This design comes from an exercise in tuning for small area, a short achievable clock period and few clock cycles per item on the open sky130 flow, not from production work.
In this exercise RTL edits were held to simulation tests only and were not proved equivalent to the original.

## flow/config.mk

```make
export PLATFORM = sky130hd
export DESIGN_NAME = fft1024
export DESIGN_NICKNAME = fft1024
export VERILOG_FILES = /design/flow/design.v
export SDC_FILE = /design/flow/constraint.sdc
export NUM_CORES = 4
export LEC_CHECK = 0
export CAP_MARGIN = 50
export CORE_MARGIN = 2
export CORE_UTILIZATION = 40
export SLEW_MARGIN = 75
```

## flow/constraint.sdc

```tcl
create_clock -name core_clock -period 16.0 [get_ports {clk}]
set_input_delay 3.2000 -clock core_clock [delete_from_list [all_inputs] [get_ports {clk}]]
set_output_delay 3.2000 -clock core_clock [all_outputs]
set_load 0.01 [all_outputs]
```

## flow/design.v

```verilog
module bfly_mul
(
    input clk,
    input [15:0] x,
    input [14:0] t,
    output reg [18:0] s,
    output reg [18:0] c,
    output reg ci
);
wire pp1;
wire pp2;
wire pp3;
wire pp4;
wire pp5;
wire pp6;
wire pp7;
wire pp8;
wire pp9;
wire pp10;
wire pp11;
wire pp12;
wire pp13;
wire pp14;
wire pp15;
wire pp16;
wire pp17;
wire pp18;
wire pp19;
wire pp20;
wire pp21;
wire pp22;
wire pp23;
wire pp24;
wire pp25;
wire pp26;
wire pp27;
wire pp28;
wire pp29;
wire pp30;
wire pp31;
wire pp32;
wire pp33;
wire pp34;
wire pp35;
wire pp36;
wire pp37;
wire pp38;
wire pp39;
wire pp40;
wire pp41;
wire pp42;
wire pp43;
wire pp44;
wire pp45;
wire pp46;
wire pp47;
wire pp48;
wire pp49;
wire pp50;
wire pp51;
wire pp52;
wire pp53;
wire pp54;
wire pp55;
wire pp56;
wire pp57;
wire pp58;
wire pp59;
wire pp60;
wire pp61;
wire pp62;
wire pp63;
wire pp64;
wire pp65;
wire pp66;
wire pp67;
wire pp68;
wire pp69;
wire pp70;
wire pp71;
wire pp72;
wire pp73;
wire pp74;
wire pp75;
wire pp76;
wire pp77;
wire pp78;
wire pp79;
wire pp80;
wire pp81;
wire pp82;
wire pp83;
wire pp84;
wire pp85;
wire pp86;
wire pp87;
wire pp88;
wire pp89;
wire pp90;
wire pp91;
wire pp92;
wire pp93;
wire pp94;
wire pp95;
wire pp96;
wire pp97;
wire pp98;
wire pp99;
wire pp100;
wire pp101;
wire pp102;
wire pp103;
wire pp104;
wire pp105;
wire pp106;
wire pp107;
wire pp108;
wire pp109;
wire pp110;
wire pp111;
wire pp112;
wire pp113;
wire pp114;
wire pp115;
wire pp116;
wire pp117;
wire pp118;
wire pp119;
wire pp120;
wire pp121;
wire pp122;
wire pp123;
wire pp124;
wire pp125;
wire pp126;
wire pp127;
wire pp128;
wire pp129;
wire pp130;
wire pp131;
wire pp132;
wire pp133;
wire pp134;
wire pp135;
wire pp136;
wire pp137;
wire pp138;
wire pp139;
wire pp140;
wire pp141;
wire pp142;
wire pp143;
wire pp144;
wire pp145;
wire pp146;
wire pp147;
wire pp148;
wire pp149;
wire pp150;
wire pp151;
wire pp152;
wire pp153;
wire pp154;
wire pp155;
wire pp156;
wire pp157;
wire pp158;
wire pp159;
wire pp160;
wire pp161;
wire pp162;
wire pp163;
wire pp164;
wire pp165;
wire pp166;
wire pp167;
wire pp168;
wire pp169;
wire pp170;
wire pp171;
wire pp172;
wire pp173;
wire pp174;
wire pp175;
wire pp176;
wire pp177;
wire pp178;
wire pp179;
wire pp180;
wire pp181;
wire pp182;
wire pp183;
wire pp184;
wire pp185;
wire pp186;
wire pp187;
wire pp188;
wire pp189;
wire pp190;
wire pp191;
wire pp192;
wire pp193;
wire pp194;
wire pp195;
wire pp196;
wire pp197;
wire pp198;
wire pp199;
wire pp200;
wire pp201;
wire pp202;
wire pp203;
wire pp204;
wire pp205;
wire pp206;
wire pp207;
wire pp208;
wire pp209;
wire pp210;
wire pp211;
wire pp212;
wire pp213;
wire pp214;
wire pp215;
wire pp216;
wire pp217;
wire pp218;
wire pp219;
wire pp220;
wire pp221;
wire pp222;
wire pp223;
wire pp224;
wire pp225;
wire pp226;
wire pp227;
wire pp228;
wire pp229;
wire pp230;
wire pp231;
wire pp232;
wire pp233;
wire pp234;
wire pp235;
wire pp236;
wire pp237;
wire pp238;
wire pp239;
wire pp240;
wire pp241;
wire s242;
wire c243;
wire s244;
wire c245;
wire s246;
wire c247;
wire s248;
wire c249;
wire s250;
wire c251;
wire s252;
wire c253;
wire s254;
wire c255;
wire s256;
wire c257;
wire s258;
wire c259;
wire s260;
wire c261;
wire s262;
wire c263;
wire s264;
wire c265;
wire s266;
wire c267;
wire s268;
wire c269;
wire s270;
wire c271;
wire s272;
wire c273;
wire s274;
wire c275;
wire s276;
wire c277;
wire s278;
wire c279;
wire s280;
wire c281;
wire s282;
wire c283;
wire s284;
wire c285;
wire s286;
wire c287;
wire s288;
wire c289;
wire s290;
wire c291;
wire s292;
wire c293;
wire s294;
wire c295;
wire s296;
wire c297;
wire s298;
wire c299;
wire s300;
wire c301;
wire s302;
wire c303;
wire s304;
wire c305;
wire s306;
wire c307;
wire s308;
wire c309;
wire s310;
wire c311;
wire s312;
wire c313;
wire s314;
wire c315;
wire s316;
wire c317;
wire s318;
wire c319;
wire s320;
wire c321;
wire s322;
wire c323;
wire s324;
wire c325;
wire s326;
wire c327;
wire s328;
wire c329;
wire s330;
wire c331;
wire s332;
wire c333;
wire s334;
wire c335;
wire s336;
wire c337;
wire s338;
wire c339;
wire s340;
wire c341;
wire s342;
wire c343;
wire s344;
wire c345;
wire s346;
wire c347;
wire s348;
wire c349;
wire s350;
wire c351;
wire s352;
wire c353;
wire s354;
wire c355;
wire s356;
wire c357;
wire s358;
wire c359;
wire s360;
wire c361;
wire s362;
wire c363;
wire s364;
wire c365;
wire s366;
wire c367;
wire s368;
wire c369;
wire s370;
wire c371;
wire s372;
wire c373;
wire s374;
wire c375;
wire s376;
wire c377;
wire s378;
wire c379;
wire s380;
wire c381;
wire s382;
wire c383;
wire s384;
wire c385;
wire s386;
wire c387;
wire s388;
wire c389;
wire s390;
wire c391;
wire s392;
wire c393;
wire s394;
wire c395;
wire s396;
wire c397;
wire s398;
wire c399;
wire s400;
wire c401;
wire s402;
wire c403;
wire s404;
wire c405;
wire s406;
wire c407;
wire s408;
wire c409;
wire s410;
wire c411;
wire s412;
wire c413;
wire s414;
wire c415;
wire s416;
wire c417;
wire s418;
wire c419;
wire s420;
wire c421;
wire s422;
wire c423;
wire s424;
wire c425;
wire s426;
wire c427;
wire s428;
wire c429;
wire s430;
wire c431;
wire s432;
wire c433;
wire s434;
wire c435;
wire s436;
wire c437;
wire s438;
wire c439;
wire s440;
wire c441;
wire s442;
wire c443;
wire s444;
wire c445;
wire s446;
wire c447;
wire s448;
wire c449;
wire s450;
wire c451;
wire s452;
wire c453;
wire s454;
wire c455;
wire s456;
wire c457;
wire s458;
wire c459;
wire s460;
wire c461;
wire s462;
wire c463;
wire s464;
wire c465;
wire s466;
wire c467;
wire s468;
wire c469;
wire s470;
wire c471;
wire s472;
wire c473;
wire s474;
wire c475;
wire s476;
wire c477;
wire s478;
wire c479;
wire s480;
wire c481;
wire s482;
wire c483;
wire s484;
wire c485;
wire s486;
wire c487;
wire s488;
wire c489;
wire s490;
wire c491;
wire s492;
wire c493;
wire s494;
wire c495;
wire s496;
wire c497;
wire s498;
wire c499;
wire s500;
wire c501;
wire s502;
wire c503;
wire s504;
wire c505;
wire s506;
wire c507;
wire s508;
wire c509;
wire s510;
wire c511;
wire s512;
wire c513;
wire s514;
wire c515;
wire s516;
wire c517;
wire s518;
wire c519;
wire s520;
wire c521;
wire s522;
wire c523;
wire s524;
wire c525;
wire s526;
wire c527;
wire s528;
wire c529;
wire s530;
wire c531;
wire s532;
wire c533;
wire s534;
wire c535;
wire s536;
wire c537;
wire s538;
wire c539;
wire s540;
wire c541;
wire s542;
wire c543;
wire s544;
wire c545;
wire s546;
wire c547;
wire s548;
wire c549;
wire s550;
wire c551;
wire s552;
wire c553;
wire s554;
wire c555;
wire s556;
wire c557;
wire s558;
wire c559;
wire s560;
wire c561;
wire s562;
wire c563;
wire s564;
wire c565;
wire s566;
wire c567;
wire s568;
wire c569;
wire s570;
wire c571;
wire s572;
wire c573;
wire s574;
wire c575;
wire s576;
wire c577;
wire s578;
wire c579;
wire s580;
wire c581;
wire s582;
wire c583;
wire s584;
wire c585;
wire s586;
wire c587;
wire s588;
wire c589;
wire s590;
wire c591;
wire s592;
wire c593;
wire s594;
wire c595;
wire s596;
wire c597;
wire s598;
wire c599;
wire s600;
wire c601;
wire s602;
wire c603;
wire s604;
wire c605;
wire s606;
wire c607;
wire s608;
wire c609;
wire s610;
wire c611;
wire s612;
wire c613;
wire s614;
wire c615;
wire s616;
wire c617;
wire s618;
wire c619;
wire s620;
wire c621;
wire s622;
wire c623;
wire s624;
wire c625;
wire s626;
wire c627;
wire s628;
wire c629;
wire s630;
wire c631;
wire s632;
wire c633;
wire s634;
wire c635;
wire s636;
wire c637;
wire s638;
wire c639;
wire s640;
wire c641;
wire s642;
wire c643;
wire s644;
wire c645;
wire s646;
wire c647;
wire s648;
wire c649;
wire s650;
wire c651;
wire s652;
wire c653;
wire s654;
wire c655;
wire s656;
wire c657;
wire s658;
wire c659;
wire s660;
wire c661;
assign pp1 = x[0] & t[0];
assign pp2 = x[0] & t[1];
assign pp3 = x[0] & t[2];
assign pp4 = x[0] & t[3];
assign pp5 = x[0] & t[4];
assign pp6 = x[0] & t[5];
assign pp7 = x[0] & t[6];
assign pp8 = x[0] & t[7];
assign pp9 = x[0] & t[8];
assign pp10 = x[0] & t[9];
assign pp11 = x[0] & t[10];
assign pp12 = x[0] & t[11];
assign pp13 = x[0] & t[12];
assign pp14 = x[0] & t[13];
assign pp15 = x[0] & t[14];
assign pp16 = x[1] & t[0];
assign pp17 = x[1] & t[1];
assign pp18 = x[1] & t[2];
assign pp19 = x[1] & t[3];
assign pp20 = x[1] & t[4];
assign pp21 = x[1] & t[5];
assign pp22 = x[1] & t[6];
assign pp23 = x[1] & t[7];
assign pp24 = x[1] & t[8];
assign pp25 = x[1] & t[9];
assign pp26 = x[1] & t[10];
assign pp27 = x[1] & t[11];
assign pp28 = x[1] & t[12];
assign pp29 = x[1] & t[13];
assign pp30 = x[1] & t[14];
assign pp31 = x[2] & t[0];
assign pp32 = x[2] & t[1];
assign pp33 = x[2] & t[2];
assign pp34 = x[2] & t[3];
assign pp35 = x[2] & t[4];
assign pp36 = x[2] & t[5];
assign pp37 = x[2] & t[6];
assign pp38 = x[2] & t[7];
assign pp39 = x[2] & t[8];
assign pp40 = x[2] & t[9];
assign pp41 = x[2] & t[10];
assign pp42 = x[2] & t[11];
assign pp43 = x[2] & t[12];
assign pp44 = x[2] & t[13];
assign pp45 = x[2] & t[14];
assign pp46 = x[3] & t[0];
assign pp47 = x[3] & t[1];
assign pp48 = x[3] & t[2];
assign pp49 = x[3] & t[3];
assign pp50 = x[3] & t[4];
assign pp51 = x[3] & t[5];
assign pp52 = x[3] & t[6];
assign pp53 = x[3] & t[7];
assign pp54 = x[3] & t[8];
assign pp55 = x[3] & t[9];
assign pp56 = x[3] & t[10];
assign pp57 = x[3] & t[11];
assign pp58 = x[3] & t[12];
assign pp59 = x[3] & t[13];
assign pp60 = x[3] & t[14];
assign pp61 = x[4] & t[0];
assign pp62 = x[4] & t[1];
assign pp63 = x[4] & t[2];
assign pp64 = x[4] & t[3];
assign pp65 = x[4] & t[4];
assign pp66 = x[4] & t[5];
assign pp67 = x[4] & t[6];
assign pp68 = x[4] & t[7];
assign pp69 = x[4] & t[8];
assign pp70 = x[4] & t[9];
assign pp71 = x[4] & t[10];
assign pp72 = x[4] & t[11];
assign pp73 = x[4] & t[12];
assign pp74 = x[4] & t[13];
assign pp75 = x[4] & t[14];
assign pp76 = x[5] & t[0];
assign pp77 = x[5] & t[1];
assign pp78 = x[5] & t[2];
assign pp79 = x[5] & t[3];
assign pp80 = x[5] & t[4];
assign pp81 = x[5] & t[5];
assign pp82 = x[5] & t[6];
assign pp83 = x[5] & t[7];
assign pp84 = x[5] & t[8];
assign pp85 = x[5] & t[9];
assign pp86 = x[5] & t[10];
assign pp87 = x[5] & t[11];
assign pp88 = x[5] & t[12];
assign pp89 = x[5] & t[13];
assign pp90 = x[5] & t[14];
assign pp91 = x[6] & t[0];
assign pp92 = x[6] & t[1];
assign pp93 = x[6] & t[2];
assign pp94 = x[6] & t[3];
assign pp95 = x[6] & t[4];
assign pp96 = x[6] & t[5];
assign pp97 = x[6] & t[6];
assign pp98 = x[6] & t[7];
assign pp99 = x[6] & t[8];
assign pp100 = x[6] & t[9];
assign pp101 = x[6] & t[10];
assign pp102 = x[6] & t[11];
assign pp103 = x[6] & t[12];
assign pp104 = x[6] & t[13];
assign pp105 = x[6] & t[14];
assign pp106 = x[7] & t[0];
assign pp107 = x[7] & t[1];
assign pp108 = x[7] & t[2];
assign pp109 = x[7] & t[3];
assign pp110 = x[7] & t[4];
assign pp111 = x[7] & t[5];
assign pp112 = x[7] & t[6];
assign pp113 = x[7] & t[7];
assign pp114 = x[7] & t[8];
assign pp115 = x[7] & t[9];
assign pp116 = x[7] & t[10];
assign pp117 = x[7] & t[11];
assign pp118 = x[7] & t[12];
assign pp119 = x[7] & t[13];
assign pp120 = x[7] & t[14];
assign pp121 = x[8] & t[0];
assign pp122 = x[8] & t[1];
assign pp123 = x[8] & t[2];
assign pp124 = x[8] & t[3];
assign pp125 = x[8] & t[4];
assign pp126 = x[8] & t[5];
assign pp127 = x[8] & t[6];
assign pp128 = x[8] & t[7];
assign pp129 = x[8] & t[8];
assign pp130 = x[8] & t[9];
assign pp131 = x[8] & t[10];
assign pp132 = x[8] & t[11];
assign pp133 = x[8] & t[12];
assign pp134 = x[8] & t[13];
assign pp135 = x[8] & t[14];
assign pp136 = x[9] & t[0];
assign pp137 = x[9] & t[1];
assign pp138 = x[9] & t[2];
assign pp139 = x[9] & t[3];
assign pp140 = x[9] & t[4];
assign pp141 = x[9] & t[5];
assign pp142 = x[9] & t[6];
assign pp143 = x[9] & t[7];
assign pp144 = x[9] & t[8];
assign pp145 = x[9] & t[9];
assign pp146 = x[9] & t[10];
assign pp147 = x[9] & t[11];
assign pp148 = x[9] & t[12];
assign pp149 = x[9] & t[13];
assign pp150 = x[9] & t[14];
assign pp151 = x[10] & t[0];
assign pp152 = x[10] & t[1];
assign pp153 = x[10] & t[2];
assign pp154 = x[10] & t[3];
assign pp155 = x[10] & t[4];
assign pp156 = x[10] & t[5];
assign pp157 = x[10] & t[6];
assign pp158 = x[10] & t[7];
assign pp159 = x[10] & t[8];
assign pp160 = x[10] & t[9];
assign pp161 = x[10] & t[10];
assign pp162 = x[10] & t[11];
assign pp163 = x[10] & t[12];
assign pp164 = x[10] & t[13];
assign pp165 = x[10] & t[14];
assign pp166 = x[11] & t[0];
assign pp167 = x[11] & t[1];
assign pp168 = x[11] & t[2];
assign pp169 = x[11] & t[3];
assign pp170 = x[11] & t[4];
assign pp171 = x[11] & t[5];
assign pp172 = x[11] & t[6];
assign pp173 = x[11] & t[7];
assign pp174 = x[11] & t[8];
assign pp175 = x[11] & t[9];
assign pp176 = x[11] & t[10];
assign pp177 = x[11] & t[11];
assign pp178 = x[11] & t[12];
assign pp179 = x[11] & t[13];
assign pp180 = x[11] & t[14];
assign pp181 = x[12] & t[0];
assign pp182 = x[12] & t[1];
assign pp183 = x[12] & t[2];
assign pp184 = x[12] & t[3];
assign pp185 = x[12] & t[4];
assign pp186 = x[12] & t[5];
assign pp187 = x[12] & t[6];
assign pp188 = x[12] & t[7];
assign pp189 = x[12] & t[8];
assign pp190 = x[12] & t[9];
assign pp191 = x[12] & t[10];
assign pp192 = x[12] & t[11];
assign pp193 = x[12] & t[12];
assign pp194 = x[12] & t[13];
assign pp195 = x[12] & t[14];
assign pp196 = x[13] & t[0];
assign pp197 = x[13] & t[1];
assign pp198 = x[13] & t[2];
assign pp199 = x[13] & t[3];
assign pp200 = x[13] & t[4];
assign pp201 = x[13] & t[5];
assign pp202 = x[13] & t[6];
assign pp203 = x[13] & t[7];
assign pp204 = x[13] & t[8];
assign pp205 = x[13] & t[9];
assign pp206 = x[13] & t[10];
assign pp207 = x[13] & t[11];
assign pp208 = x[13] & t[12];
assign pp209 = x[13] & t[13];
assign pp210 = x[13] & t[14];
assign pp211 = x[14] & t[0];
assign pp212 = x[14] & t[1];
assign pp213 = x[14] & t[2];
assign pp214 = x[14] & t[3];
assign pp215 = x[14] & t[4];
assign pp216 = x[14] & t[5];
assign pp217 = x[14] & t[6];
assign pp218 = x[14] & t[7];
assign pp219 = x[14] & t[8];
assign pp220 = x[14] & t[9];
assign pp221 = x[14] & t[10];
assign pp222 = x[14] & t[11];
assign pp223 = x[14] & t[12];
assign pp224 = x[14] & t[13];
assign pp225 = x[14] & t[14];
assign pp226 = ~(x[15] & t[0]);
assign pp227 = ~(x[15] & t[1]);
assign pp228 = ~(x[15] & t[2]);
assign pp229 = ~(x[15] & t[3]);
assign pp230 = ~(x[15] & t[4]);
assign pp231 = ~(x[15] & t[5]);
assign pp232 = ~(x[15] & t[6]);
assign pp233 = ~(x[15] & t[7]);
assign pp234 = ~(x[15] & t[8]);
assign pp235 = ~(x[15] & t[9]);
assign pp236 = ~(x[15] & t[10]);
assign pp237 = ~(x[15] & t[11]);
assign pp238 = ~(x[15] & t[12]);
assign pp239 = ~(x[15] & t[13]);
assign pp240 = ~(x[15] & t[14]);
assign pp241 = ~x[15];
assign s242 = 1'b1 ^ pp13;
assign c243 = 1'b1 & pp13;
assign s244 = 1'b1 ^ pp14 ^ pp28;
assign c245 = (1'b1 & pp14) | (pp28 & (1'b1 ^ pp14));
assign s246 = pp42 ^ pp56;
assign c247 = pp42 & pp56;
assign s248 = pp15 ^ pp29 ^ pp43;
assign c249 = (pp15 & pp29) | (pp43 & (pp15 ^ pp29));
assign s250 = pp57 ^ pp71 ^ pp85;
assign c251 = (pp57 & pp71) | (pp85 & (pp57 ^ pp71));
assign s252 = 1'b1 ^ pp30 ^ pp44;
assign c253 = (1'b1 & pp30) | (pp44 & (1'b1 ^ pp30));
assign s254 = pp58 ^ pp72 ^ pp86;
assign c255 = (pp58 & pp72) | (pp86 & (pp58 ^ pp72));
assign s256 = pp100 ^ pp114;
assign c257 = pp100 & pp114;
assign s258 = pp45 ^ pp59 ^ pp73;
assign c259 = (pp45 & pp59) | (pp73 & (pp45 ^ pp59));
assign s260 = pp87 ^ pp101 ^ pp115;
assign c261 = (pp87 & pp101) | (pp115 & (pp87 ^ pp101));
assign s262 = pp60 ^ pp74 ^ pp88;
assign c263 = (pp60 & pp74) | (pp88 & (pp60 ^ pp74));
assign s264 = 1'b1 ^ pp9;
assign c265 = 1'b1 & pp9;
assign s266 = 1'b1 ^ pp10 ^ pp24;
assign c267 = (1'b1 & pp10) | (pp24 & (1'b1 ^ pp10));
assign s268 = pp38 ^ pp52;
assign c269 = pp38 & pp52;
assign s270 = 1'b1 ^ pp11 ^ pp25;
assign c271 = (1'b1 & pp11) | (pp25 & (1'b1 ^ pp11));
assign s272 = pp39 ^ pp53 ^ pp67;
assign c273 = (pp39 & pp53) | (pp67 & (pp39 ^ pp53));
assign s274 = pp81 ^ pp95;
assign c275 = pp81 & pp95;
assign s276 = 1'b1 ^ pp12 ^ pp26;
assign c277 = (1'b1 & pp12) | (pp26 & (1'b1 ^ pp12));
assign s278 = pp40 ^ pp54 ^ pp68;
assign c279 = (pp40 & pp54) | (pp68 & (pp40 ^ pp54));
assign s280 = pp82 ^ pp96 ^ pp110;
assign c281 = (pp82 & pp96) | (pp110 & (pp82 ^ pp96));
assign s282 = pp124 ^ pp138;
assign c283 = pp124 & pp138;
assign s284 = pp27 ^ pp41 ^ pp55;
assign c285 = (pp27 & pp41) | (pp55 & (pp27 ^ pp41));
assign s286 = pp69 ^ pp83 ^ pp97;
assign c287 = (pp69 & pp83) | (pp97 & (pp69 ^ pp83));
assign s288 = pp111 ^ pp125 ^ pp139;
assign c289 = (pp111 & pp125) | (pp139 & (pp111 ^ pp125));
assign s290 = pp153 ^ pp167 ^ pp181;
assign c291 = (pp153 & pp167) | (pp181 & (pp153 ^ pp167));
assign s292 = pp70 ^ pp84 ^ pp98;
assign c293 = (pp70 & pp84) | (pp98 & (pp70 ^ pp84));
assign s294 = pp112 ^ pp126 ^ pp140;
assign c295 = (pp112 & pp126) | (pp140 & (pp112 ^ pp126));
assign s296 = pp154 ^ pp168 ^ pp182;
assign c297 = (pp154 & pp168) | (pp182 & (pp154 ^ pp168));
assign s298 = pp196 ^ c243 ^ s246;
assign c299 = (pp196 & c243) | (s246 & (pp196 ^ c243));
assign s300 = pp99 ^ pp113 ^ pp127;
assign c301 = (pp99 & pp113) | (pp127 & (pp99 ^ pp113));
assign s302 = pp141 ^ pp155 ^ pp169;
assign c303 = (pp141 & pp155) | (pp169 & (pp141 ^ pp155));
assign s304 = pp183 ^ pp197 ^ pp211;
assign c305 = (pp183 & pp197) | (pp211 & (pp183 ^ pp197));
assign s306 = c247 ^ c245 ^ s248;
assign c307 = (c247 & c245) | (s248 & (c247 ^ c245));
assign s308 = pp128 ^ pp142 ^ pp156;
assign c309 = (pp128 & pp142) | (pp156 & (pp128 ^ pp142));
assign s310 = pp170 ^ pp184 ^ pp198;
assign c311 = (pp170 & pp184) | (pp198 & (pp170 ^ pp184));
assign s312 = pp212 ^ pp226 ^ s256;
assign c313 = (pp212 & pp226) | (s256 & (pp212 ^ pp226));
assign s314 = c249 ^ c251 ^ s252;
assign c315 = (c249 & c251) | (s252 & (c249 ^ c251));
assign s316 = pp129 ^ pp143 ^ pp157;
assign c317 = (pp129 & pp143) | (pp157 & (pp129 ^ pp143));
assign s318 = pp171 ^ pp185 ^ pp199;
assign c319 = (pp171 & pp185) | (pp199 & (pp171 ^ pp185));
assign s320 = pp213 ^ pp227 ^ c257;
assign c321 = (pp213 & pp227) | (c257 & (pp213 ^ pp227));
assign s322 = c253 ^ c255 ^ s258;
assign c323 = (c253 & c255) | (s258 & (c253 ^ c255));
assign s324 = pp102 ^ pp116 ^ pp130;
assign c325 = (pp102 & pp116) | (pp130 & (pp102 ^ pp116));
assign s326 = pp144 ^ pp158 ^ pp172;
assign c327 = (pp144 & pp158) | (pp172 & (pp144 ^ pp158));
assign s328 = pp186 ^ pp200 ^ pp214;
assign c329 = (pp186 & pp200) | (pp214 & (pp186 ^ pp200));
assign s330 = pp228 ^ c259 ^ c261;
assign c331 = (pp228 & c259) | (c261 & (pp228 ^ c259));
assign s332 = pp75 ^ pp89 ^ pp103;
assign c333 = (pp75 & pp89) | (pp103 & (pp75 ^ pp89));
assign s334 = pp117 ^ pp131 ^ pp145;
assign c335 = (pp117 & pp131) | (pp145 & (pp117 ^ pp131));
assign s336 = pp159 ^ pp173 ^ pp187;
assign c337 = (pp159 & pp173) | (pp187 & (pp159 ^ pp173));
assign s338 = pp201 ^ pp215 ^ pp229;
assign c339 = (pp201 & pp215) | (pp229 & (pp201 ^ pp215));
assign s340 = pp90 ^ pp104 ^ pp118;
assign c341 = (pp90 & pp104) | (pp118 & (pp90 ^ pp104));
assign s342 = pp132 ^ pp146 ^ pp160;
assign c343 = (pp132 & pp146) | (pp160 & (pp132 ^ pp146));
assign s344 = pp174 ^ pp188 ^ pp202;
assign c345 = (pp174 & pp188) | (pp202 & (pp174 ^ pp188));
assign s346 = pp105 ^ pp119 ^ pp133;
assign c347 = (pp105 & pp119) | (pp133 & (pp105 ^ pp119));
assign s348 = pp147 ^ pp161 ^ pp175;
assign c349 = (pp147 & pp161) | (pp175 & (pp147 ^ pp161));
assign s350 = pp120 ^ pp134 ^ pp148;
assign c351 = (pp120 & pp134) | (pp148 & (pp120 ^ pp134));
assign s352 = 1'b1 ^ pp6;
assign c353 = 1'b1 & pp6;
assign s354 = 1'b1 ^ pp7 ^ pp21;
assign c355 = (1'b1 & pp7) | (pp21 & (1'b1 ^ pp7));
assign s356 = pp35 ^ pp49;
assign c357 = pp35 & pp49;
assign s358 = 1'b1 ^ pp8 ^ pp22;
assign c359 = (1'b1 & pp8) | (pp22 & (1'b1 ^ pp8));
assign s360 = pp36 ^ pp50 ^ pp64;
assign c361 = (pp36 & pp50) | (pp64 & (pp36 ^ pp50));
assign s362 = pp78 ^ pp92;
assign c363 = pp78 & pp92;
assign s364 = pp23 ^ pp37 ^ pp51;
assign c365 = (pp23 & pp37) | (pp51 & (pp23 ^ pp37));
assign s366 = pp65 ^ pp79 ^ pp93;
assign c367 = (pp65 & pp79) | (pp93 & (pp65 ^ pp79));
assign s368 = pp107 ^ pp121 ^ s264;
assign c369 = (pp107 & pp121) | (s264 & (pp107 ^ pp121));
assign s370 = pp66 ^ pp80 ^ pp94;
assign c371 = (pp66 & pp80) | (pp94 & (pp66 ^ pp80));
assign s372 = pp108 ^ pp122 ^ pp136;
assign c373 = (pp108 & pp122) | (pp136 & (pp108 ^ pp122));
assign s374 = c265 ^ s268 ^ s266;
assign c375 = (c265 & s268) | (s266 & (c265 ^ s268));
assign s376 = pp109 ^ pp123 ^ pp137;
assign c377 = (pp109 & pp123) | (pp137 & (pp109 ^ pp123));
assign s378 = pp151 ^ c269 ^ s274;
assign c379 = (pp151 & c269) | (s274 & (pp151 ^ c269));
assign s380 = c267 ^ s270 ^ s272;
assign c381 = (c267 & s270) | (s272 & (c267 ^ s270));
assign s382 = pp152 ^ pp166 ^ c275;
assign c383 = (pp152 & pp166) | (c275 & (pp152 ^ pp166));
assign s384 = s282 ^ c271 ^ c273;
assign c385 = (s282 & c271) | (c273 & (s282 ^ c271));
assign s386 = s276 ^ s278 ^ s280;
assign c387 = (s276 & s278) | (s280 & (s276 ^ s278));
assign s388 = c283 ^ s242 ^ c277;
assign c389 = (c283 & s242) | (c277 & (c283 ^ s242));
assign s390 = c279 ^ c281 ^ s284;
assign c391 = (c279 & c281) | (s284 & (c279 ^ c281));
assign s392 = s286 ^ s288 ^ s290;
assign c393 = (s286 & s288) | (s290 & (s286 ^ s288));
assign s394 = c285 ^ c287 ^ c289;
assign c395 = (c285 & c287) | (c289 & (c285 ^ c287));
assign s396 = c291 ^ s244 ^ s292;
assign c397 = (c291 & s244) | (s292 & (c291 ^ s244));
assign s398 = s294 ^ s296 ^ s298;
assign c399 = (s294 & s296) | (s298 & (s294 ^ s296));
assign s400 = c293 ^ c295 ^ c297;
assign c401 = (c293 & c295) | (c297 & (c293 ^ c295));
assign s402 = s250 ^ s300 ^ s302;
assign c403 = (s250 & s300) | (s302 & (s250 ^ s300));
assign s404 = s304 ^ c299 ^ s306;
assign c405 = (s304 & c299) | (s306 & (s304 ^ c299));
assign s406 = c301 ^ c303 ^ c305;
assign c407 = (c301 & c303) | (c305 & (c301 ^ c303));
assign s408 = s254 ^ s308 ^ s310;
assign c409 = (s254 & s308) | (s310 & (s254 ^ s308));
assign s410 = s312 ^ c307 ^ s314;
assign c411 = (s312 & c307) | (s314 & (s312 ^ c307));
assign s412 = c309 ^ c311 ^ s260;
assign c413 = (c309 & c311) | (s260 & (c309 ^ c311));
assign s414 = s316 ^ s318 ^ s320;
assign c415 = (s316 & s318) | (s320 & (s316 ^ s318));
assign s416 = c313 ^ c315 ^ s322;
assign c417 = (c313 & c315) | (s322 & (c313 ^ c315));
assign s418 = c317 ^ c319 ^ s262;
assign c419 = (c317 & c319) | (s262 & (c317 ^ c319));
assign s420 = s324 ^ s326 ^ s328;
assign c421 = (s324 & s326) | (s328 & (s324 ^ s326));
assign s422 = c321 ^ s330 ^ c323;
assign c423 = (c321 & s330) | (c323 & (c321 ^ s330));
assign s424 = c263 ^ c325 ^ c327;
assign c425 = (c263 & c325) | (c327 & (c263 ^ c325));
assign s426 = c329 ^ s332 ^ s334;
assign c427 = (c329 & s332) | (s334 & (c329 ^ s332));
assign s428 = s336 ^ s338 ^ c331;
assign c429 = (s336 & s338) | (c331 & (s336 ^ s338));
assign s430 = pp216 ^ pp230 ^ c333;
assign c431 = (pp216 & pp230) | (c333 & (pp216 ^ pp230));
assign s432 = c335 ^ c337 ^ c339;
assign c433 = (c335 & c337) | (c339 & (c335 ^ c337));
assign s434 = s340 ^ s342 ^ s344;
assign c435 = (s340 & s342) | (s344 & (s340 ^ s342));
assign s436 = pp189 ^ pp203 ^ pp217;
assign c437 = (pp189 & pp203) | (pp217 & (pp189 ^ pp203));
assign s438 = pp231 ^ c341 ^ c343;
assign c439 = (pp231 & c341) | (c343 & (pp231 ^ c341));
assign s440 = c345 ^ s346 ^ s348;
assign c441 = (c345 & s346) | (s348 & (c345 ^ s346));
assign s442 = pp162 ^ pp176 ^ pp190;
assign c443 = (pp162 & pp176) | (pp190 & (pp162 ^ pp176));
assign s444 = pp204 ^ pp218 ^ pp232;
assign c445 = (pp204 & pp218) | (pp232 & (pp204 ^ pp218));
assign s446 = c347 ^ c349 ^ s350;
assign c447 = (c347 & c349) | (s350 & (c347 ^ c349));
assign s448 = pp135 ^ pp149 ^ pp163;
assign c449 = (pp135 & pp149) | (pp163 & (pp135 ^ pp149));
assign s450 = pp177 ^ pp191 ^ pp205;
assign c451 = (pp177 & pp191) | (pp205 & (pp177 ^ pp191));
assign s452 = pp219 ^ pp233 ^ c351;
assign c453 = (pp219 & pp233) | (c351 & (pp219 ^ pp233));
assign s454 = pp150 ^ pp164 ^ pp178;
assign c455 = (pp150 & pp164) | (pp178 & (pp150 ^ pp164));
assign s456 = pp192 ^ pp206 ^ pp220;
assign c457 = (pp192 & pp206) | (pp220 & (pp192 ^ pp206));
assign s458 = pp165 ^ pp179 ^ pp193;
assign c459 = (pp165 & pp179) | (pp193 & (pp165 ^ pp179));
assign s460 = 1'b1 ^ pp4;
assign c461 = 1'b1 & pp4;
assign s462 = 1'b1 ^ pp5 ^ pp19;
assign c463 = (1'b1 & pp5) | (pp19 & (1'b1 ^ pp5));
assign s464 = pp33 ^ pp47;
assign c465 = pp33 & pp47;
assign s466 = pp20 ^ pp34 ^ pp48;
assign c467 = (pp20 & pp34) | (pp48 & (pp20 ^ pp34));
assign s468 = pp62 ^ pp76 ^ s352;
assign c469 = (pp62 & pp76) | (s352 & (pp62 ^ pp76));
assign s470 = pp63 ^ pp77 ^ pp91;
assign c471 = (pp63 & pp77) | (pp91 & (pp63 ^ pp77));
assign s472 = c353 ^ s356 ^ s354;
assign c473 = (c353 & s356) | (s354 & (c353 ^ s356));
assign s474 = pp106 ^ c357 ^ s362;
assign c475 = (pp106 & c357) | (s362 & (pp106 ^ c357));
assign s476 = c355 ^ s358 ^ s360;
assign c477 = (c355 & s358) | (s360 & (c355 ^ s358));
assign s478 = c363 ^ c359 ^ c361;
assign c479 = (c363 & c359) | (c361 & (c363 ^ c359));
assign s480 = s364 ^ s366 ^ s368;
assign c481 = (s364 & s366) | (s368 & (s364 ^ s366));
assign s482 = c365 ^ c367 ^ s370;
assign c483 = (c365 & c367) | (s370 & (c365 ^ c367));
assign s484 = s372 ^ c369 ^ s374;
assign c485 = (s372 & c369) | (s374 & (s372 ^ c369));
assign s486 = c371 ^ c373 ^ s376;
assign c487 = (c371 & c373) | (s376 & (c371 ^ c373));
assign s488 = s378 ^ c375 ^ s380;
assign c489 = (s378 & c375) | (s380 & (s378 ^ c375));
assign s490 = c377 ^ s382 ^ c379;
assign c491 = (c377 & s382) | (c379 & (c377 ^ s382));
assign s492 = s384 ^ c381 ^ s386;
assign c493 = (s384 & c381) | (s386 & (s384 ^ c381));
assign s494 = c383 ^ c385 ^ s388;
assign c495 = (c383 & c385) | (s388 & (c383 ^ c385));
assign s496 = c387 ^ s390 ^ s392;
assign c497 = (c387 & s390) | (s392 & (c387 ^ s390));
assign s498 = c389 ^ s394 ^ c391;
assign c499 = (c389 & s394) | (c391 & (c389 ^ s394));
assign s500 = c393 ^ s396 ^ s398;
assign c501 = (c393 & s396) | (s398 & (c393 ^ s396));
assign s502 = c395 ^ s400 ^ c397;
assign c503 = (c395 & s400) | (c397 & (c395 ^ s400));
assign s504 = s402 ^ c399 ^ s404;
assign c505 = (s402 & c399) | (s404 & (s402 ^ c399));
assign s506 = c401 ^ s406 ^ c403;
assign c507 = (c401 & s406) | (c403 & (c401 ^ s406));
assign s508 = s408 ^ c405 ^ s410;
assign c509 = (s408 & c405) | (s410 & (s408 ^ c405));
assign s510 = c407 ^ c409 ^ s412;
assign c511 = (c407 & c409) | (s412 & (c407 ^ c409));
assign s512 = s414 ^ c411 ^ s416;
assign c513 = (s414 & c411) | (s416 & (s414 ^ c411));
assign s514 = c413 ^ s418 ^ s420;
assign c515 = (c413 & s418) | (s420 & (c413 ^ s418));
assign s516 = c415 ^ s422 ^ c417;
assign c517 = (c415 & s422) | (c417 & (c415 ^ s422));
assign s518 = s424 ^ c419 ^ c421;
assign c519 = (s424 & c419) | (c421 & (s424 ^ c419));
assign s520 = s426 ^ c423 ^ s428;
assign c521 = (s426 & c423) | (s428 & (s426 ^ c423));
assign s522 = c425 ^ s430 ^ s432;
assign c523 = (c425 & s430) | (s432 & (c425 ^ s430));
assign s524 = c427 ^ s434 ^ c429;
assign c525 = (c427 & s434) | (c429 & (c427 ^ s434));
assign s526 = s436 ^ c431 ^ c433;
assign c527 = (s436 & c431) | (c433 & (s436 ^ c431));
assign s528 = s438 ^ c435 ^ s440;
assign c529 = (s438 & c435) | (s440 & (s438 ^ c435));
assign s530 = c437 ^ s442 ^ s444;
assign c531 = (c437 & s442) | (s444 & (c437 ^ s442));
assign s532 = c439 ^ c441 ^ s446;
assign c533 = (c439 & c441) | (s446 & (c439 ^ c441));
assign s534 = c443 ^ c445 ^ s448;
assign c535 = (c443 & c445) | (s448 & (c443 ^ c445));
assign s536 = s450 ^ s452 ^ c447;
assign c537 = (s450 & s452) | (c447 & (s450 ^ s452));
assign s538 = pp234 ^ c449 ^ c451;
assign c539 = (pp234 & c449) | (c451 & (pp234 ^ c449));
assign s540 = s454 ^ s456 ^ c453;
assign c541 = (s454 & s456) | (c453 & (s454 ^ s456));
assign s542 = pp207 ^ pp221 ^ pp235;
assign c543 = (pp207 & pp221) | (pp235 & (pp207 ^ pp221));
assign s544 = c455 ^ c457 ^ s458;
assign c545 = (c455 & c457) | (s458 & (c455 ^ c457));
assign s546 = pp180 ^ pp194 ^ pp208;
assign c547 = (pp180 & pp194) | (pp208 & (pp180 ^ pp194));
assign s548 = pp222 ^ pp236 ^ c459;
assign c549 = (pp222 & pp236) | (c459 & (pp222 ^ pp236));
assign s550 = pp195 ^ pp209 ^ pp223;
assign c551 = (pp195 & pp209) | (pp223 & (pp195 ^ pp209));
assign s552 = 1'b1 ^ pp3;
assign c553 = 1'b1 & pp3;
assign s554 = pp18 ^ pp32 ^ pp46;
assign c555 = (pp18 & pp32) | (pp46 & (pp18 ^ pp32));
assign s556 = pp61 ^ c461 ^ s464;
assign c557 = (pp61 & c461) | (s464 & (pp61 ^ c461));
assign s558 = c465 ^ c463 ^ s466;
assign c559 = (c465 & c463) | (s466 & (c465 ^ c463));
assign s560 = c467 ^ s470 ^ c469;
assign c561 = (c467 & s470) | (c469 & (c467 ^ s470));
assign s562 = c471 ^ s474 ^ c473;
assign c563 = (c471 & s474) | (c473 & (c471 ^ s474));
assign s564 = c475 ^ s478 ^ c477;
assign c565 = (c475 & s478) | (c477 & (c475 ^ s478));
assign s566 = c479 ^ s482 ^ c481;
assign c567 = (c479 & s482) | (c481 & (c479 ^ s482));
assign s568 = c483 ^ s486 ^ c485;
assign c569 = (c483 & s486) | (c485 & (c483 ^ s486));
assign s570 = c487 ^ s490 ^ c489;
assign c571 = (c487 & s490) | (c489 & (c487 ^ s490));
assign s572 = c491 ^ s494 ^ c493;
assign c573 = (c491 & s494) | (c493 & (c491 ^ s494));
assign s574 = c495 ^ s498 ^ c497;
assign c575 = (c495 & s498) | (c497 & (c495 ^ s498));
assign s576 = c499 ^ s502 ^ c501;
assign c577 = (c499 & s502) | (c501 & (c499 ^ s502));
assign s578 = c503 ^ s506 ^ c505;
assign c579 = (c503 & s506) | (c505 & (c503 ^ s506));
assign s580 = c507 ^ s510 ^ c509;
assign c581 = (c507 & s510) | (c509 & (c507 ^ s510));
assign s582 = c511 ^ s514 ^ s516;
assign c583 = (c511 & s514) | (s516 & (c511 ^ s514));
assign s584 = s518 ^ c515 ^ s520;
assign c585 = (s518 & c515) | (s520 & (s518 ^ c515));
assign s586 = c519 ^ s522 ^ s524;
assign c587 = (c519 & s522) | (s524 & (c519 ^ s522));
assign s588 = c523 ^ s526 ^ s528;
assign c589 = (c523 & s526) | (s528 & (c523 ^ s526));
assign s590 = s530 ^ c527 ^ c529;
assign c591 = (s530 & c527) | (c529 & (s530 ^ c527));
assign s592 = c531 ^ s534 ^ s536;
assign c593 = (c531 & s534) | (s536 & (c531 ^ s534));
assign s594 = s538 ^ c535 ^ c537;
assign c595 = (s538 & c535) | (c537 & (s538 ^ c535));
assign s596 = s542 ^ c539 ^ s544;
assign c597 = (s542 & c539) | (s544 & (s542 ^ c539));
assign s598 = c543 ^ s546 ^ s548;
assign c599 = (c543 & s546) | (s548 & (c543 ^ s546));
assign s600 = pp237 ^ c547 ^ s550;
assign c601 = (pp237 & c547) | (s550 & (pp237 ^ c547));
assign s602 = pp210 ^ pp224 ^ pp238;
assign c603 = (pp210 & pp224) | (pp238 & (pp210 ^ pp224));
assign s604 = 1'b1 ^ pp241;
assign c605 = 1'b1 & pp241;
assign s606 = 1'b1 ^ pp2 ^ pp16;
assign c607 = (1'b1 & pp2) | (pp16 & (1'b1 ^ pp2));
assign s608 = pp17 ^ pp31 ^ s552;
assign c609 = (pp17 & pp31) | (s552 & (pp17 ^ pp31));
assign s610 = c553 ^ s460 ^ s554;
assign c611 = (c553 & s460) | (s554 & (c553 ^ s460));
assign s612 = c555 ^ s462 ^ s556;
assign c613 = (c555 & s462) | (s556 & (c555 ^ s462));
assign s614 = c557 ^ s468 ^ s558;
assign c615 = (c557 & s468) | (s558 & (c557 ^ s468));
assign s616 = c559 ^ s472 ^ s560;
assign c617 = (c559 & s472) | (s560 & (c559 ^ s472));
assign s618 = s476 ^ c561 ^ s562;
assign c619 = (s476 & c561) | (s562 & (s476 ^ c561));
assign s620 = c563 ^ s480 ^ s564;
assign c621 = (c563 & s480) | (s564 & (c563 ^ s480));
assign s622 = c565 ^ s484 ^ s566;
assign c623 = (c565 & s484) | (s566 & (c565 ^ s484));
assign s624 = s488 ^ c567 ^ s568;
assign c625 = (s488 & c567) | (s568 & (s488 ^ c567));
assign s626 = s492 ^ c569 ^ s570;
assign c627 = (s492 & c569) | (s570 & (s492 ^ c569));
assign s628 = s496 ^ c571 ^ s572;
assign c629 = (s496 & c571) | (s572 & (s496 ^ c571));
assign s630 = s500 ^ c573 ^ s574;
assign c631 = (s500 & c573) | (s574 & (s500 ^ c573));
assign s632 = c575 ^ s504 ^ s576;
assign c633 = (c575 & s504) | (s576 & (c575 ^ s504));
assign s634 = s508 ^ c577 ^ s578;
assign c635 = (s508 & c577) | (s578 & (s508 ^ c577));
assign s636 = s512 ^ c579 ^ s580;
assign c637 = (s512 & c579) | (s580 & (s512 ^ c579));
assign s638 = c513 ^ c581 ^ s582;
assign c639 = (c513 & c581) | (s582 & (c513 ^ c581));
assign s640 = c517 ^ s584 ^ c583;
assign c641 = (c517 & s584) | (c583 & (c517 ^ s584));
assign s642 = c521 ^ c585 ^ s586;
assign c643 = (c521 & c585) | (s586 & (c521 ^ c585));
assign s644 = c525 ^ s588 ^ c587;
assign c645 = (c525 & s588) | (c587 & (c525 ^ s588));
assign s646 = s532 ^ s590 ^ c589;
assign c647 = (s532 & s590) | (c589 & (s532 ^ s590));
assign s648 = c533 ^ c591 ^ s592;
assign c649 = (c533 & c591) | (s592 & (c533 ^ c591));
assign s650 = s540 ^ s594 ^ c593;
assign c651 = (s540 & s594) | (c593 & (s540 ^ s594));
assign s652 = c541 ^ s596 ^ c595;
assign c653 = (c541 & s596) | (c595 & (c541 ^ s596));
assign s654 = c545 ^ s598 ^ c597;
assign c655 = (c545 & s598) | (c597 & (c545 ^ s598));
assign s656 = c549 ^ s600 ^ c599;
assign c657 = (c549 & s600) | (c599 & (c549 ^ s600));
assign s658 = c551 ^ s602 ^ c601;
assign c659 = (c551 & s602) | (c601 & (c551 ^ s602));
assign s660 = pp225 ^ pp239 ^ c603;
assign c661 = (pp225 & pp239) | (c603 & (pp225 ^ pp239));
wire [12:0] lo = {1'b0, {s626, s624, s622, s620, s618, s616, s614, s612, s610, s608, s606, pp1}} + {1'b0, {c625, c623, c621, c619, c617, c615, c613, c611, c609, c607, c605, s604}};
always @(posedge clk) begin
    s <= {1'b1, pp240, s660, s658, s656, s654, s652, s650, s648, s646, s644, s642, s640, s638, s636, s634, s632, s630, s628};
    c <= {1'b0, c661, c659, c657, c655, c653, c651, c649, c647, c645, c643, c641, c639, c637, c635, c633, c631, c629, c627};
    ci <= lo[12];
end
endmodule
module fft1024
(
    input clk,
    input rst_n,
    input start,
    output reg finish,
    input clear,
    input [31:0] dout0,
    output reg oce0,
    output reg ce0,
    output reg wre0,
    output reg [10:0] ad0,
    output reg [31:0] din0,
    input [31:0] dout1,
    output reg oce1,
    output reg ce1,
    output reg wre1,
    output reg [10:0] ad1,
    output reg [31:0] din1,
    input [15:0] dout_w,
    output reg oce_w,
    output reg ce_w,
    output reg [10:0] ad_w
);
reg run;             
reg ph;              
reg [3:0] s;         
reg [8:0] u;         
reg gap;             
wire        e0_v = run && (s <= 4'd9) && !gap;
wire        e0_x = (s == 4'd9) && !gap;
wire        e0_b = u[0];
wire [7:0]  e0_bi = u[8:1];
reg  [8:0]  e0_mask;    
always @(*) begin
    case (s)
        4'd0: e0_mask = 9'h000;
        4'd1: e0_mask = 9'h001;
        4'd2: e0_mask = 9'h003;
        4'd3: e0_mask = 9'h007;
        4'd4: e0_mask = 9'h00f;
        4'd5: e0_mask = 9'h01f;
        4'd6: e0_mask = 9'h03f;
        4'd7: e0_mask = 9'h07f;
        default: e0_mask = 9'h0ff;
    endcase
end
wire [8:0] e0_bw  = {1'b0, e0_bi};
wire [8:0] e0_ins = ((e0_bw << 1) & ~{e0_mask[7:0], 1'b1}) | (e0_bw & e0_mask);
wire [8:0] e0_a0  = e0_x ? u : e0_ins;
wire [8:0] e0_a1  = e0_x ? u : (e0_ins | (e0_mask + 9'd1));
reg  [8:0] e0_i;
always @(*) begin
    case (s)
        4'd0: e0_i = 9'd0;
        4'd1: e0_i = {e0_bi[0], 8'd0};
        4'd2: e0_i = {e0_bi[1:0], 7'd0};
        4'd3: e0_i = {e0_bi[2:0], 6'd0};
        4'd4: e0_i = {e0_bi[3:0], 5'd0};
        4'd5: e0_i = {e0_bi[4:0], 4'd0};
        4'd6: e0_i = {e0_bi[5:0], 3'd0};
        4'd7: e0_i = {e0_bi[6:0], 2'd0};
        4'd8: e0_i = {e0_bi[7:0], 1'd0};
        default: e0_i = u;
    endcase
end
wire e0_sr = e0_i > 9'd256;
wire [10:0] e0_adre = e0_sr ? {e0_i - 9'd256, 2'b00} : {9'd256 - e0_i, 2'b00};
wire [10:0] e0_adim = e0_sr ? {9'd0 - e0_i, 2'b00} : {e0_i, 2'b00};
reg       e1_v, e2_v, e3_v;
reg       e1_x, e2_x, e3_x;      
reg       e1_b, e2_b, e3_b;      
reg [8:0] e1_a0, e2_a0;
reg [8:0] e1_a1, e2_a1, e3_a1;
reg       e1_sr, e2_sr;
wire done = run && !ph && (s == 4'd10) && !e1_v && !e2_v && !(e3_v && !e3_x);
always @(posedge clk or negedge rst_n) begin
    if (!rst_n) begin
        run <= 1'b0;
        ph <= 1'b0;
        s <= 4'd0;
        u <= 9'd0;
        gap <= 1'b0;
        e1_v <= 1'b0;
        e2_v <= 1'b0;
        e3_v <= 1'b0;
        finish <= 1'b0;
    end
    else begin
        if (clear)
            finish <= 1'b0;
        if (!run) begin
            ph <= 1'b0;
            e1_v <= 1'b0;
            e2_v <= 1'b0;
            e3_v <= 1'b0;
            if (start)
                run <= 1'b1;
        end
        else begin
            ph <= ~ph;
            if (done) begin
                run <= 1'b0;
                finish <= 1'b1;
                s <= 4'd0;
                u <= 9'd0;
            end
            else if (ph) begin
                e1_v <= e0_v;
                e2_v <= e1_v;
                e3_v <= e2_v;
                if (gap) begin
                    gap <= 1'b0;
                end
                else if (s <= 4'd9) begin
                    u <= u + 9'd1;
                    if (u == 9'd511) begin
                        s <= s + 4'd1;
                        if (s == 4'd8)
                            gap <= 1'b1;
                    end
                end
            end
        end
    end
end
always @(posedge clk) begin
    if (ph) begin
        e1_x <= e0_x;   e2_x <= e1_x;   e3_x <= e2_x;
        e1_b <= e0_b;   e2_b <= e1_b;   e3_b <= e2_b;
        e1_a0 <= e0_a0; e2_a0 <= e1_a0;
        e1_a1 <= e0_a1; e2_a1 <= e1_a1; e3_a1 <= e2_a1;
        e1_sr <= e0_sr; e2_sr <= e1_sr;
    end
end
wire r1_0 = e0_v && !e0_x && !e0_b;             
wire r1_1 = e0_v && (e0_x || e0_b);             
wire r0_0 = e1_v && (e1_x || !e1_b);            
wire r0_1 = e1_v && !e1_x && e1_b;              
wire w0_0 = e2_v && (e2_x || !e2_b);            
wire w0_1 = e2_v && !e2_x && e2_b;              
wire w1_0 = e3_v && !e3_x && !e3_b;             
wire w1_1 = (e3_v && !e3_x && e3_b) || (e2_v && e2_x);   
always @(posedge clk or negedge rst_n) begin
    if (!rst_n) begin
        ce0 <= 1'b0; oce0 <= 1'b0; wre0 <= 1'b0;
        ce1 <= 1'b0; oce1 <= 1'b0; wre1 <= 1'b0;
        ce_w <= 1'b0; oce_w <= 1'b0;
    end
    else if (run && !done) begin
        if (!ph) begin
            ce0 <= r1_0 || r0_0;  oce0 <= r1_0 || r0_0;  wre0 <= 1'b0;
            ce1 <= r1_1 || r0_1;  oce1 <= r1_1 || r0_1;  wre1 <= 1'b0;
        end
        else begin
            ce0 <= w0_0 || w1_0;  oce0 <= w0_0 || w1_0;  wre0 <= 1'b1;
            ce1 <= w0_1 || w1_1;  oce1 <= w0_1 || w1_1;  wre1 <= 1'b1;
        end
        ce_w <= 1'b1; oce_w <= 1'b1;
    end
    else begin
        ce0 <= 1'b0; oce0 <= 1'b0; wre0 <= 1'b0;
        ce1 <= 1'b0; oce1 <= 1'b0; wre1 <= 1'b0;
        ce_w <= 1'b0; oce_w <= 1'b0;
    end
end
always @(posedge clk) begin
    if (!ph) begin
        ad0 <= {2'b00, r1_0 ? e0_a1 : e1_a0};
        ad1 <= {2'b00, r1_1 ? e0_a1 : e1_a0};
        ad_w <= e0_adre;
    end
    else begin
        ad0 <= {2'b00, w0_0 ? e2_a0 : e3_a1};
        ad1 <= {2'b00, w0_1 ? e2_a0 : (e2_x ? e2_a1 : e3_a1)};
        ad_w <= e0_adim;
    end
end
reg [14:0] tw;                  
reg [31:0] x1;                  
reg [31:0] x0;                  
reg [15:0] rrr, rir;            
reg [31:0] hold;                
localparam MK = 12;                  
wire [30-MK:0] ma_s, ma_c, mb_s, mb_c;
wire ma_ci, mb_ci;
bfly_mul mul_a (.clk(clk), .x(x1[31:16]), .t(tw), .s(ma_s), .c(ma_c), .ci(ma_ci));
bfly_mul mul_b (.clk(clk), .x(x1[15:0]),  .t(tw), .s(mb_s), .c(mb_c), .ci(mb_ci));
localparam SH = 15 - MK;
localparam WW = 31 - MK;
wire [WW-1:0] ci_a = {{(WW-1){1'b0}}, ma_ci};
wire [WW-1:0] ci_b = {{(WW-1){1'b0}}, mb_ci};
wire [WW-1:0] e2_m = {WW{e2_sr}};
wire [WW-1:0] e2_ka = {{(WW-SH-1){1'b0}}, e2_sr, {(SH-1){1'b0}}, e2_sr ^ ma_ci};
wire [WW-1:0] e2_kb = {{(WW-SH-1){1'b0}}, e2_sr, {(SH-1){1'b0}}, e2_sr ^ mb_ci};
wire [WW-1:0] rrr_w = (ma_s ^ e2_m) + (ma_c ^ e2_m) + e2_ka;
wire [WW-1:0] rir_w = (mb_s ^ e2_m) + (mb_c ^ e2_m) + e2_kb;
wire [15:0] rrr_n = rrr_w[WW-1:SH];
wire [15:0] rir_n = rir_w[WW-1:SH];
wire [WW-1:0] ua = {rrr, {(SH-1){1'b0}}, mb_ci};
wire [WW-1:0] us = ua ^ mb_s ^ mb_c;
wire [WW-1:0] uc = {(ua & mb_s) | (ua & mb_c) | (mb_s & mb_c), 1'b0};
wire [WW-1:0] wa = {rir, {(SH-2){1'b0}}, ~ma_ci, ma_ci};
wire [WW-1:0] ws = wa ^ ~ma_s ^ ~ma_c;
wire [WW-1:0] wc = {(wa & ~ma_s) | (wa & ~ma_c) | (~ma_s & ~ma_c), 1'b0};
wire [WW-1:0] rnd = {{(WW-SH){1'b0}}, {SH{1'b1}}};
wire [WW-1:0] t0re = {x0[31:16], {SH{1'b0}}} + us + uc;
wire [WW-1:0] t1re = {x0[31:16], {SH{1'b0}}} + ~us + ~uc + rnd + 2;
wire [WW-1:0] t0im = {x0[15:0], {SH{1'b0}}} + ws + wc + rnd;
wire [WW-1:0] t1im = {x0[15:0], {SH{1'b0}}} + ~ws + ~wc + 2;
wire [31:0] y0 = {t0re[WW-1:SH], t0im[WW-1:SH]};
wire [31:0] y1 = {t1re[WW-1:SH], t1im[WW-1:SH]};
always @(posedge clk) begin
    tw <= dout_w[14:0];
    x0 <= (e2_x || !e2_b) ? dout0 : dout1;           
    rrr <= rrr_n;                                     
    rir <= rir_n;                                     
    din0 <= (e2_x || !e2_b) ? y0 : hold;              
    din1 <= e2_x ? y1 : (e2_b ? y0 : hold);           
    if (!ph)
        x1 <= (e1_x || e1_b) ? dout1 : dout0;
    else
        hold <= y1;
end
endmodule
```

## flow/flow/run.sh

```bash
#!/bin/bash
set -o pipefail
export BUFFER_PORTS_ARGS="-buffer_cell sky130_fd_sc_hd__buf_2"
cp standard.sh standard_copy.txt 2>/dev/null
bash standard.sh > standard.log 2>&1
```

## flow/standard.sh

```bash
#!/bin/bash
# synth_recipe.tcl (not shown) runs the flow's synth.tcl, then flattens the netlist and writes it again
# the make line also repeats each setting of config.mk as NAME=value (left out here)
make -C /OpenROAD-flow-scripts/flow DESIGN_CONFIG=/design/flow/config.mk WORK_HOME=/design/flow/orfs CLKGATE_MAP_FILE= SYNTH_SCRIPT=/design/flow/synth_recipe.tcl "${@:-finish}"
```

==> results of run 1 <==
-- logic make-up (layout without fill, tap and decap cells) --
logic type	count (synthesis)	after routing	synth area share [%]
simple gates	971	971	13.2
fa+ha+maj	686	686	36.5
mux	95	95	3.05
other cells	1	9	0.0113
compound gates	330	330	6.58
flops	385	385	27.2
xor+xnor	179	179	4.79
buf+inv	747	998	8.66
-- registers in the layout, summed over array words and instances (netlist names), 15 cells and up --
register  flops
din0         32
din1         32
hold         32
mul_a.c      18
mul_a.s      18
mul_b.c      18
mul_b.s      18
rir          16
rrr          16
tw           15
x0           32
x1           32
-- worst paths after layout --
check / start / endpoint / depth (start not counted)
min reg2reg: e1_a1[0] / e2_a1[0] / 0
min in group asynchronous: rst_n / u[7] / 1
max reg2reg: mul_b.s[3] / din1[30] / 18
max: mul_b.s[3] / din1[30] / 18
max in group asynchronous: rst_n / s[3] / 1
min: e1_a1[0] / e2_a1[0] / 0
-- worst max-delay path: stages (launching register included) --
cell and delay (ns):
dfxtp_1 0.41, inv_1 0.09, fa_1 0.61, inv_1 0.10, ha_1 0.29, inv_1 0.04
fa_1 0.47, ha_1 0.17, inv_1 0.07, fa_1 0.47, nor2b_1 0.18, o31a_1 0.16
o21ai_1 0.11, a21oi_1 0.30, o41ai_2 0.10, buf_1 0.12, o21ai_1 0.25, mux2_1 0.35
o211ai_1 0.08
-- layout make-up --
type	count	share of cell area (%)
Multi-Input combinational cell	2267	57.0
Sequential cell	385	23.8
Inverter	594	5.88
Timing Repair Buffer	317	5.48
Clock buffer	61	3.65
Tap cell	1070	3.53
Clock inverter	26	0.630
Antenna cell	3	0.0198
-- routing by layer --
metal	vias up	GRT usage, %	share of wire [%]
met3	156	4.09	6.5
met5	-	0	0.10
li1	10968	-	-
met1	11737	26.4	42
met2	636	35.3	48
met4	16	7.56	3.7
-- layout by cell type, fill, tap and decap left out, drive strengths merged, types with 7 or more instances in the layout --
master,netlist,layout
mux2,47,47
xnor2,75,75
and2,181,181
dfrtp,24,24
o21bai,8,8
nand3,25,25
ha,217,217
nand2,591,591
nor2,79,79
clkinv,2,17
edfxtp,117,117
a2bb2oi,9,9
fa,468,468
nand2b,10,10
inv,592,599
a31oi,13,13
dfxtp,244,244
nor3,25,25
a21o,30,30
xor2,104,104
mux2i,48,48
o21a,15,15
clkbuf,120,61
a22oi,9,9
a21oi,75,75
and3,16,16
o211ai,15,15
a211oi,9,9
o21ai,88,88
buf,33,313
nor4,7,7
nor2b,8,8
==> results.json, run 1 <==
{
  "outcome": "finished clean",
  "multi_input_area_sq_mm": 0.0216,
  "n_fill_cell": 7881,
  "holdWs_ns": 0.421,
  "fin_worst_skew_ns": 0.0362,
  "ant_nets": 0,
  "die_x_um": 292,
  "post-place-ws_ns": 11.55,
  "fin_ws_ns": 11.56,
  "path_clk_slew_ns": 0.06,
  "grt_max_degree": 39,
  "r2r_slack_ns": 11.56,
  "fin_crit_sh_pct": 27.7,
  "cp.arrival_ns": 4.97,
  "core_area_sq_mm": 0.0820,
  "synth_edf_count": 117,
  "synth_warnings": 2,
  "dpl.cell_count": 4629,
  "gp_congestion": 0.856,
  "ioPinCount": 190,
  "cts-htree-levels": 2,
  "drive_gt1_share_pct": 14.4,
  "fmax_ghz": 0.225,
  "grt_pass1_vias": 25011,
  "grt_overflow": 0,
  "clk_path_buf_depth": 3,
  "tns_ns": 0,
  "drt-initial-drc-count": 1261,
  "final_area_sq_mm": 0.0379,
  "grt_pass1_wl_um": 138000,
  "synthDistinctLibCells": 83,
  "antenna_found_initial": 11,
  "synthArstFlopShare_pct": 6.23,
  "ys_seq_area_share_pct": 27.2,
  "stdcell_count": 4723,
  "critPathLaunchType": "flip-flop",
  "seqCellArea_sq_mm": 0.00905,
  "final_nets": 4381,
  "synthTopCellsByCount": "inv_1, nand2_1, fa_1, dfxtp_1, ha_1",
  "wl_um": 87300,
  "synth_flop_cell": "dfxtp_1",
  "cts-hold-fix-buffers": 0,
  "synth_top_area_share_pct": 28.3,
  "hold_violations": 0,
  "netlist_area_sq_mm": 0.0331,
  "hold_path.class": "flip-flop to flip-flop",
  "viasPerCell": 4.98,
  "synth_area_per_cell_sq_um": 9.76,
  "cts_resized": 0,
  "via_count": 23513,
  "required_ns": 16.54,
  "fp.dieH_um": 292,
  "numCtsBuffers": 47,
  "drv_slew": 0,
  "drc": 0,
  "synth_area_leaders": "fa_1, dfxtp_1, edfxtp_1",
  "dr.pass1.iters": 6,
  "root_buffer": "clkbuf_16",
  "critical_path_class": "flip-flop to flip-flop",
  "track_usage_pct": 20.8,
  "synth_top_cell_by_area": "fa_1",
  "netlist_instances": 3394,
  "cts_sinks": 385,
  "port_buffers": 182,
  "maxCapViolations": 0,
  "postPlaceCellArea_sq_mm": 0.0361,
  "dp_hpwl_um": 68600,
  "routedWlPerCell_um": 18.5,
  "critPathMaxFanout": 3,
  "fp-row-count": 105,
  "clock_latency_ns": 0.62,
  "setup_viol": 0,
  "fin_util_pct": 46.3,
  "period_minus_slack_ns": 4.44,
  "cts_tree": "done",
  "postCtsSetupBuffers": 0,
  "syn_to_final_growth_pct": 14.5,
  "dieArea_sq_mm": 0.0851,
  "crit_path_end_kind": "flip-flop",
  "rsz0062_at_grt": "false",
  "start_util_pct": 40.4,
  "synth-seq-cells": 385
}
Testbench counts, summed over its fixed seeds: cycles 122,976, ffts 12.
==> run 2: changes to the inputs <==
--- a/flow/config.mk
+++ b/flow/config.mk
@@ -6,6 +6,6 @@
 export NUM_CORES = 4
 export LEC_CHECK = 0
-export CAP_MARGIN = 50
+export CAP_MARGIN = 20
 export CORE_MARGIN = 2
 export CORE_UTILIZATION = 40
-export SLEW_MARGIN = 75
+export SLEW_MARGIN = 60
==> run 2 against run 1 <==
  * Register-to-register slack worse by 0.09 ns
  * Area after synthesis unchanged
  * Still clean on timing, DRC and antenna
  * Non-clock buffer count down 65
  * Setup slack worse by 0.088 ns
  * Via count down 1.5%
  * First-iteration DRC count up 2.8%
  * Critical endpoint unchanged
==> results.json, run 2 <==
{
  "fin_crit_sh_pct": 28.3,
  "cp.buffers_inverters": 4,
  "wl_um": 85800,
  "ant_nets": 0,
  "rr_startpoint": "mul_b.s[3]",
  "clk_path_buf_depth": 3,
  "maxSlewHeadroom_pct": 59.4,
  "dieArea_sq_mm": 0.0851,
  "cpMostUsedCell": "inv_1",
  "drt-initial-drc-count": 1296,
  "track_usage_pct": 20.7,
  "crit_path_end_kind": "flip-flop",
  "r2r_slack_ns": 11.48,
  "synth_top_cell_by_area": "fa_1",
  "fp.dieH_um": 292,
  "synth_top_area_share_pct": 28.3,
  "period_minus_slack_ns": 4.52,
  "wl_met1_um": 35900,
  "critPathMaxFanout": 3,
  "slowest_stage": "fa_1",
  "fin_util_pct": 45.2,
  "cp.arrival_ns": 5.05,
  "synth_edf_count": 117,
  "synth_flop_cell": "dfxtp_1",
  "dp_hpwl_um": 65900,
  "grt_pass1_vias": 24827,
  "cts-htree-levels": 2,
  "synth_area_leaders": "fa_1, dfxtp_1, edfxtp_1",
  "drive_gt1_share_pct": 11.3,
  "layout_common_cells": "inv_1, nand2_1, fa_1",
  "rsz0062_at_grt": "false",
  "hold_violations": 0,
  "cp_top_family": "adder cells",
  "antenna_found_initial": 10,
  "drv_slew": 0,
  "cts-hold-fix-buffers": 0,
  "ioPinCount": 190,
  "gp_congestion": 0.856,
  "wl_met2_um": 40900,
  "via_count": 23159,
  "fp-row-count": 105,
  "cts_tree": "done",
  "critPathLaunchType": "flip-flop",
  "hold_path.class": "flip-flop to flip-flop",
  "netlist_instances": 3394,
  "synthTopCellsByCount": "inv_1, nand2_1, fa_1, dfxtp_1, ha_1",
  "clock_latency_ns": 0.60,
  "synth-seq-cells": 385,
  "synthDistinctLibCells": 83,
  "path_cells": "inv_1 > fa_1 > inv_1 > ha_1 > inv_1 > fa_1 > ha_1 > inv_1 > fa_1 > nor2b_1 > o31a_1 > o21ai_1 > a21oi_1 > o41ai_1 > o21ai_1 > mux2_1 > o211ai_1",
  "dr.pass1.iters": 7,
  "n_fill_cell": 7933,
  "numCtsBuffers": 48,
  "final_area_sq_mm": 0.0370,
  "slowest_delay_ns": 0.62,
  "critPathLaunch": "mul_b.s[3]",
  "maxCapViolations": 0,
  "core_area_sq_mm": 0.0820,
  "die_x_um": 292,
  "path_clk_slew_ns": 0.06,
  "critical_path_class": "flip-flop to flip-flop",
  "met3_length_um": 5710,
  "fmax_ghz": 0.221,
  "final_nets": 4317,
  "ys_seq_area_share_pct": 27.2,
  "netlist_area_sq_mm": 0.0331,
  "required_ns": 16.52,
  "grt_overflow": 0,
  "synth_warnings": 2,
  "cts_resized": 0,
  "drc": 0,
  "outcome": "finished clean",
  "fin_worst_skew_ns": 0.0309,
  "top_layer": "met5",
  "viasPerCell": 4.97,
  "synthArstFlopShare_pct": 6.23,
  "grt_pass1_wl_um": 137000,
  "synth_area_per_cell_sq_um": 9.76,
  "syn_to_final_growth_pct": 11.8,
  "grt_max_degree": 66,
  "cts_sinks": 385,
  "postPlaceCellArea_sq_mm": 0.0354,
  "worst-slew-pin-transition_ns": 0.601,
  "tns_ns": 0,
  "routedWlPerCell_um": 18.4,
  "start_util_pct": 40.4,
  "port_buffers": 182,
  "postCtsSetupBuffers": 0,
  "setup_viol": 0,
  "root_buffer": "clkbuf_16",
  "final_common_cell": "inv_1",
  "hold_start": "e1_a1[0]"
}
run 2: logic make-up after synthesis:
logic type               share of synthesized area, %
AND/OR/NAND/NOR                                  13.2
buffers and inverters                            8.66
adder cells (fa/ha/maj)                          36.5
flip-flops                                       27.2
AO/OA/AOI/OAI                                    6.58
XOR/XNOR                                         4.79
multiplexers                                     3.05
other                                          0.0113
run 2: final cells by class:
cell class	instances	area, sq um	share of cell area, %
repair buffers	252	1520	4.11
flip-flops and latches	385	9030	24.4
multi-input cells	2267	21300	57.6
well taps	1070	1340	3.62
clock inverters	19	165	0.446
diodes	3	7.51	0.0203
inverters	594	2230	6.02
clock buffers	70	1410	3.80
run 2: metrics by stage:
stage / instances / worst slack [ns] / hold slack [ns]
floorplan: 3399 / 11.50 / 0.400
global placement: 4527 / 11.50 / 0.400
detailed placement: 4567 / 11.51 / 0.407
CTS: 4656 / 11.54 / 0.413
global route: 4660 / 11.30 / 0.425
finish: 4660 / 11.48 / 0.417
run 2: per-layer routing:
metal | GRT usage [%] | vias to the layer above
li1 | - | 10823
met2 | 35.2 | 644
met5 | 0 | -
met4 | 7.63 | 14
met3 | 4.39 | 154
met1 | 26.0 | 11524
run 2: final timing paths:
path | end | depth (start not counted)
worst max-delay path | din1[30] | 17
min in group asynchronous | s[1] | 1
worst min register to register | e2_a1[0] | 0
max in group asynchronous | ph | 1
worst max register to register | din1[30] | 17
worst min-delay path | e2_a1[0] | 0

-- separate check: timing with driven ports --
The results above use ideal ports. As a check the final layouts listed here were re-extracted and re-timed, cells and wires unchanged. Step 1, drivers: a clkbuf_16 drives clk and a buf_2 each remaining input, both assumed. Step 2 moves the port delays by t, midway between the first and last clock arrival at a register: inputs arrive t later, outputs are due t later. That takes back most of the time a late clock gives input paths. Three values: ideal, step 1, step 2; two values: the first two.
run	shift t [ns]	setup slack, ns	worst setup path at the end	slew at the worst register clock pin (ns)	cell pins on the clock port's net
run 1	0.665	11.563 / 11.562 / 11.563	register to register	0.07 / 0.07	1
run 2	0.651	11.475 / 11.475 / 11.475	register to register	0.06 / 0.06	1
After both steps every run listed still meets setup and hold.
